From an optimization exercise on the open Yosys and OpenROAD flow, aimed at small area and a short achievable clock period; shortcuts taken in it are not production practice.
Where RTL was checked, it was by simulation tests only, not by an equivalence proof against the original.

v3:
Design alu_top, start of the top module:
module alu_top (
    input             clk,
    input      [15:0] a,
    input      [15:0] b,
    input      [2:0]  opcode,
    input      [1:0]  mode,
    output reg [31:0] result,
    output reg        eq
);
==> flow/config.mk <==
export PLATFORM = sky130hd
export DESIGN_NAME = alu_top
export DESIGN_NICKNAME = alu_top
export VERILOG_FILES = /design/flow/design.v
export SDC_FILE = /design/flow/constraint.sdc
export NUM_CORES = 4
export LEC_CHECK = 0
export ABC_AREA = 0
export ABC_CLOCK_PERIOD_IN_PS = 20000
export CAP_MARGIN = 20
export CORE_MARGIN = 2
export CORE_UTILIZATION = 70
export PLACE_DENSITY = 0.8
export SLEW_MARGIN = 20
export SYNTH_HIERARCHICAL = 1
export SYNTH_MINIMUM_KEEP_SIZE = 0
==> flow/constraint.sdc <==
create_clock -name core_clock -period 90.0 [get_ports {clk}]
set_input_delay 18.0000 -clock core_clock [delete_from_list [all_inputs] [get_ports {clk}]]
set_output_delay 18.0000 -clock core_clock [all_outputs]
set_load 0.01 [all_outputs]
standard.sh (not shown) runs the stock make flow with config.mk's settings and CLKGATE_MAP_FILE= SYNTH_SCRIPT=/design/flow/synth_recipe.tcl, a recipe that flattens the netlist after the stock synthesis.
==> flow/flow/run.sh <==
#!/bin/bash
# Standard layout with two changes in how it is made (clock and constraints unchanged):
#  - ports are buffered with the smallest buffer, which the resizer upsizes where needed;
#  - the resizer's setup repair aims at a period close to what the I/O paths allow.
set -euo pipefail
export SETUP_SLACK_MARGIN=70.9
export BUFFER_PORTS_ARGS="-buffer_cell sky130_fd_sc_hd__buf_1"
bash standard.sh > standard_flow.log 2>&1
Here is what was changed in the inputs of v33 compared with v3.
diff --git a/flow/flow/run.sh b/flow/flow/run.sh
--- a/flow/flow/run.sh
+++ b/flow/flow/run.sh
@@ -4,5 +4,5 @@
 #  - the resizer's setup repair aims at a period close to what the I/O paths allow.
 set -euo pipefail
-export SETUP_SLACK_MARGIN=70.9
+export SETUP_SLACK_MARGIN=70.75
 export BUFFER_PORTS_ARGS="-buffer_cell sky130_fd_sc_hd__buf_1"
 bash standard.sh > standard_flow.log 2>&1
==> comparison <==
Between v3 and v33, the final wirelength does not differ in any meaningful way.
v33 vs v3, clock-buffer cell count went up by 1.
On multi-input gate area in the final layout, v33 tracks v3 almost exactly.
v33 against v3: core utilization barely changed; worst relative slew slack now smaller.
diff inputs: v33 => v19
diff --git a/flow/flow/run.sh b/flow/flow/run.sh
--- a/flow/flow/run.sh
+++ b/flow/flow/run.sh
@@ -4,5 +4,5 @@
 #  - the resizer's setup repair aims at a period close to what the I/O paths allow.
 set -euo pipefail
-export SETUP_SLACK_MARGIN=70.75
+export SETUP_SLACK_MARGIN=71.3
 export BUFFER_PORTS_ARGS="-buffer_cell sky130_fd_sc_hd__buf_1"
 bash standard.sh > standard_flow.log 2>&1
==> comparison <==
Clock period minus final worst setup slack is higher on v33. Per the comparison of v19 with v33, largest stage delay on the critical path down 0.02 ns. Against v33 as the reference, v19 delivers a higher via count of the first global-routing pass. NOTE wire length v33->v19 increased by a few percent. v19 and v33 ended up with roughly the same per-cell via count in the routed design. Global routing usage on met1: v19 > v33. Total via count after detailed routing delta for v19 relative to v33: about 0.56% higher. Looking only at final instance area, and setting everything else aside, the lower value of v33 and v19 goes to v33. Between v19 and v33, it is v19 whose multi-input combinational area share is lower, by 1.0 points.
Setup changes, v19 to v22
diff --git a/flow/flow/run.sh b/flow/flow/run.sh
--- a/flow/flow/run.sh
+++ b/flow/flow/run.sh
@@ -4,5 +4,5 @@
 #  - the resizer's setup repair aims at a period close to what the I/O paths allow.
 set -euo pipefail
-export SETUP_SLACK_MARGIN=71.3
+export SETUP_SLACK_MARGIN=70.6
 export BUFFER_PORTS_ARGS="-buffer_cell sky130_fd_sc_hd__buf_1"
 bash standard.sh > standard_flow.log 2>&1
Notes after the runs:
v22 reports its cell type of the slowest stage on the worst timing path as dfxtp_1 while v19 reports dfxtp_2.
The final reports for v22 and v19 show area of the multi-input gates lower in the former.
v19 and v22 all finish clean.
v22 vs. v19: period utilization about even; initial core utilization about even.
The inputs of v6 differ from those of v22 as listed below.
diff --git a/flow/flow/run.sh b/flow/flow/run.sh
--- a/flow/flow/run.sh
+++ b/flow/flow/run.sh
@@ -4,5 +4,5 @@
 #  - the resizer's setup repair aims at a period close to what the I/O paths allow.
 set -euo pipefail
-export SETUP_SLACK_MARGIN=70.6
+export SETUP_SLACK_MARGIN=71.1
 export BUFFER_PORTS_ARGS="-buffer_cell sky130_fd_sc_hd__buf_1"
 bash standard.sh > standard_flow.log 2>&1
Findings:
On final worst-path cycle share, v22 and v6 are basically level. On v6: final standard cell count with taps included and fillers excluded is 0.99% higher than what v22 gave. Data arrival time of the critical path for v6: 0.08 ns down relative to v22. Looking at count of cells along the worst register-to-register path, v6 sits below v22.

========
Another version of the RTL of alu_top (not shown whole).
Size: ~4000 cells after synthesis.
Design alu_top, start of the top module:
module alu_top (
    input             clk,
    input      [15:0] a,
    input      [15:0] b,
    input      [2:0]  opcode,
    input      [1:0]  mode,
    output reg [31:0] result,
    output reg        eq
);
    reg [15:0] a_q;
    reg [15:0] b_q;
    reg [2:0]  opcode_q;
    reg [1:0]  mode_q;
    wire [31:0] alu_out;
    wire        alu_eq;
    ALU u_alu (.a(a_q), .b(b_q), .opcode(opcode_q), .mode(mode_q),
               .outALU(alu_out), .eq(alu_eq));
    always @(posedge clk) begin
        a_q      <= a;
        b_q      <= b;
        opcode_q <= opcode;
        mode_q   <= mode;
        result   <= alu_out;
        eq       <= alu_eq;
    end
endmodule
Settings: LEC_CHECK=0, ABC_AREA=1, CAP_MARGIN=20, CORE_MARGIN=2, CORE_UTILIZATION=45, SLEW_MARGIN=20, SYNTH_HIERARCHICAL=1, SYNTH_MINIMUM_KEEP_SIZE=0; clock period 90.0 ns.
run.sh (not shown) runs the stock make flow with config.mk's settings and CLKGATE_MAP_FILE= SYNTH_SCRIPT=/design/flow/synth_recipe.tcl, a recipe that flattens the netlist after the stock synthesis.
Stock flow here: none of the scripts above is used.
Then changed:
- CORE_UTILIZATION: 45 -> 70
- PLACE_DENSITY: default -> 0.8
- The changed run ran to the end with no violations
- design area falls by 1.5%
- worst setup slack improves by 0.029 ns
- clock skew shrinks by 0.014 ns
- sequential cell count is unchanged
- register-to-register slack is better by 0.06 ns
- critical path depth is unchanged
- sequential share of layout area barely changes
- hold slack improved by 0.12 ns
- die area shrinks by 35%
- count of clock-buffer cells in the layout is lower by 2
No run of this note included a check of the RTL's function; only the layout flow was run.

========
alu_top, a different RTL version from the one above (not shown whole).
Size in the first run: roughly 71 I/O pins, roughly 22,000 µm² of cells after synthesis.
// alu_top
module alu_top (
    input             clk,
    input      [15:0] a,
    input      [15:0] b,
    input      [2:0]  opcode,
    input      [1:0]  mode,
    output reg [31:0] result,
    output reg        eq
);
Settings: LEC_CHECK=0, ABC_AREA=0, ABC_CLOCK_PERIOD_IN_PS=20000, CAP_MARGIN=20, CORE_MARGIN=2, CORE_UTILIZATION=70, PLACE_DENSITY=0.8, SLEW_MARGIN=20, SYNTH_HIERARCHICAL=1, SYNTH_MINIMUM_KEEP_SIZE=0; clock period 90.0 ns.
Edit:
==> flow/flow/run.sh (new file) <==
#!/bin/bash
# Standard layout with two changes in how it is made (clock and constraints unchanged):
#  - ports are buffered with the smallest buffer, which the resizer upsizes where needed;
#  - the resizer's setup repair aims at a period close to what the I/O paths allow.
set -euo pipefail
export SETUP_SLACK_MARGIN=71.1
export BUFFER_PORTS_ARGS="-buffer_cell sky130_fd_sc_hd__buf_1"
bash standard.sh > standard_flow.log 2>&1
==> flow/standard.sh (new file) <==
#!/bin/bash
# synth_recipe.tcl (not shown) runs the flow's synth.tcl, then flattens the netlist and writes it again
# the make line also repeats each setting of config.mk as NAME=value (left out here)
make -C /OpenROAD-flow-scripts/flow DESIGN_CONFIG=/design/flow/config.mk WORK_HOME=/design/flow/orfs CLKGATE_MAP_FILE= SYNTH_SCRIPT=/design/flow/synth_recipe.tcl "${@:-finish}"
removed: flow/run.sh
Final area shrinks by 0.93%.
Setup slack gets better by 1600 ps.
Sequential share of layout area went up by 0.16 points.
Core utilization drops by 0.70 points.
Routed wire length is higher by 1.2%.
No run of this note included a check of the RTL's function; only the layout flow was run.

========
alu_top again, from the RTL that the note above started with.
export LEC_CHECK = 0
export ABC_AREA = 0
export ABC_CLOCK_PERIOD_IN_PS = 20000
export CAP_MARGIN = 20
export CORE_MARGIN = 2
export CORE_UTILIZATION = 70
export PLACE_DENSITY = 0.8
export SLEW_MARGIN = 20
export SYNTH_HIERARCHICAL = 1
export SYNTH_MINIMUM_KEEP_SIZE = 0
create_clock -name core_clock -period 90.0 [get_ports {clk}]
standard.sh (not shown) runs the stock make flow with config.mk's settings and CLKGATE_MAP_FILE= SYNTH_SCRIPT=/design/flow/synth_recipe.tcl, a recipe that flattens the netlist after the stock synthesis.
==> flow/flow/run.sh <==
#!/bin/bash
# Standard layout, with the resizer's setup repair aimed at a period close to
# what the design's I/O paths allow (the clock and constraints are unchanged).
set -euo pipefail
export SETUP_SLACK_MARGIN=70.6
bash standard.sh > standard_flow.log 2>&1
Then changed:
==> flow/run.sh (new file) <==
#!/bin/bash
# synth_recipe.tcl (not shown) runs the flow's synth.tcl, then flattens the netlist and writes it again
# the make line also repeats each setting of config.mk as NAME=value (left out here)
make -C /OpenROAD-flow-scripts/flow DESIGN_CONFIG=/design/flow/config.mk WORK_HOME=/design/flow/orfs CLKGATE_MAP_FILE= SYNTH_SCRIPT=/design/flow/synth_recipe.tcl finish
- CAP_MARGIN: 20 -> 60
- SLEW_MARGIN: 20 -> 70
removed: flow/flow/run.sh
removed: flow/standard.sh
The new run ran to the end with no violations.
Worst hold slack is worse by 0.0048 ns.
Cell area is higher by 1.3%.
Wire length goes up by 1.1%.
Cell count stays flat.
Register-to-register slack degrades by 0.56 ns.
Setup slack is worse by 0.016 ns.
Clock-buffer cell count does not change.
No functional check of the RTL was part of any run of this note.

## static timing again, ports no longer ideal
How much do the figures lean on ideal ports? The routed layouts below were timed once more, with nothing changed but the port constraints. Step 1, drivers: a clkbuf_16 drives clk and a buf_2 each remaining input, both assumed. Step 2 adds t to the input delays and takes it off the output delays; t is the mean of the earliest and latest rising clock arrival at the registers after step 1. Input paths then give back, and output paths get back, about the clock's delay inside the block. Three values: ideal, step 1, step 2; two values: the first two.
run	t, ns	slack for setup (ns)	worst hold slack (ns)	worst setup path at the end	latest minus earliest clock arrival (ns)
v3	0.384	71.107 / 71.067 / 71.401	0.633 / 0.633 / 0.633	register to register	0.008 / 0.008
v33	0.381	71.077 / 71.037 / 71.287	0.653 / 0.653 / 0.653	register to register	0.008 / 0.009
v19	0.387	71.164 / 71.127 / 71.513	0.553 / 0.553 / 0.553	register to output	0.007 / 0.007
v22	0.392	71.039 / 71.000 / 71.248	0.619 / 0.619 / 0.619	register to register	0.012 / 0.013
v6	0.386	71.118 / 71.080 / 71.466	0.637 / 0.637 / 0.637	register to output	0.009 / 0.008
the first run of note 2	0.392	70.760 / 70.726 / 71.118	0.838 / 0.838 / 0.838	register to output	0.022 / 0.022
the second run of note 2	0.364	70.789 / 70.756 / 71.120	0.961 / 0.961 / 0.961	register to output	0.008 / 0.008
the first run of note 3	0.388	69.503 / 69.503 / 69.503	0.824 / 0.824 / 0.824	register to register	0.011 / 0.010
the second run of note 3	0.403	71.146 / 71.098 / 71.501	0.828 / 0.828 / 0.828	register to output	0.023 / 0.023
the first run of note 4	0.388	70.775 / 70.734 / 71.122	0.826 / 0.826 / 0.826	register to output	0.010 / 0.010
the second run of note 4	0.384	70.759 / 70.718 / 70.902	0.821 / 0.821 / 0.821	register to register	0.011 / 0.010
After both steps setup and hold are still met in every run listed.
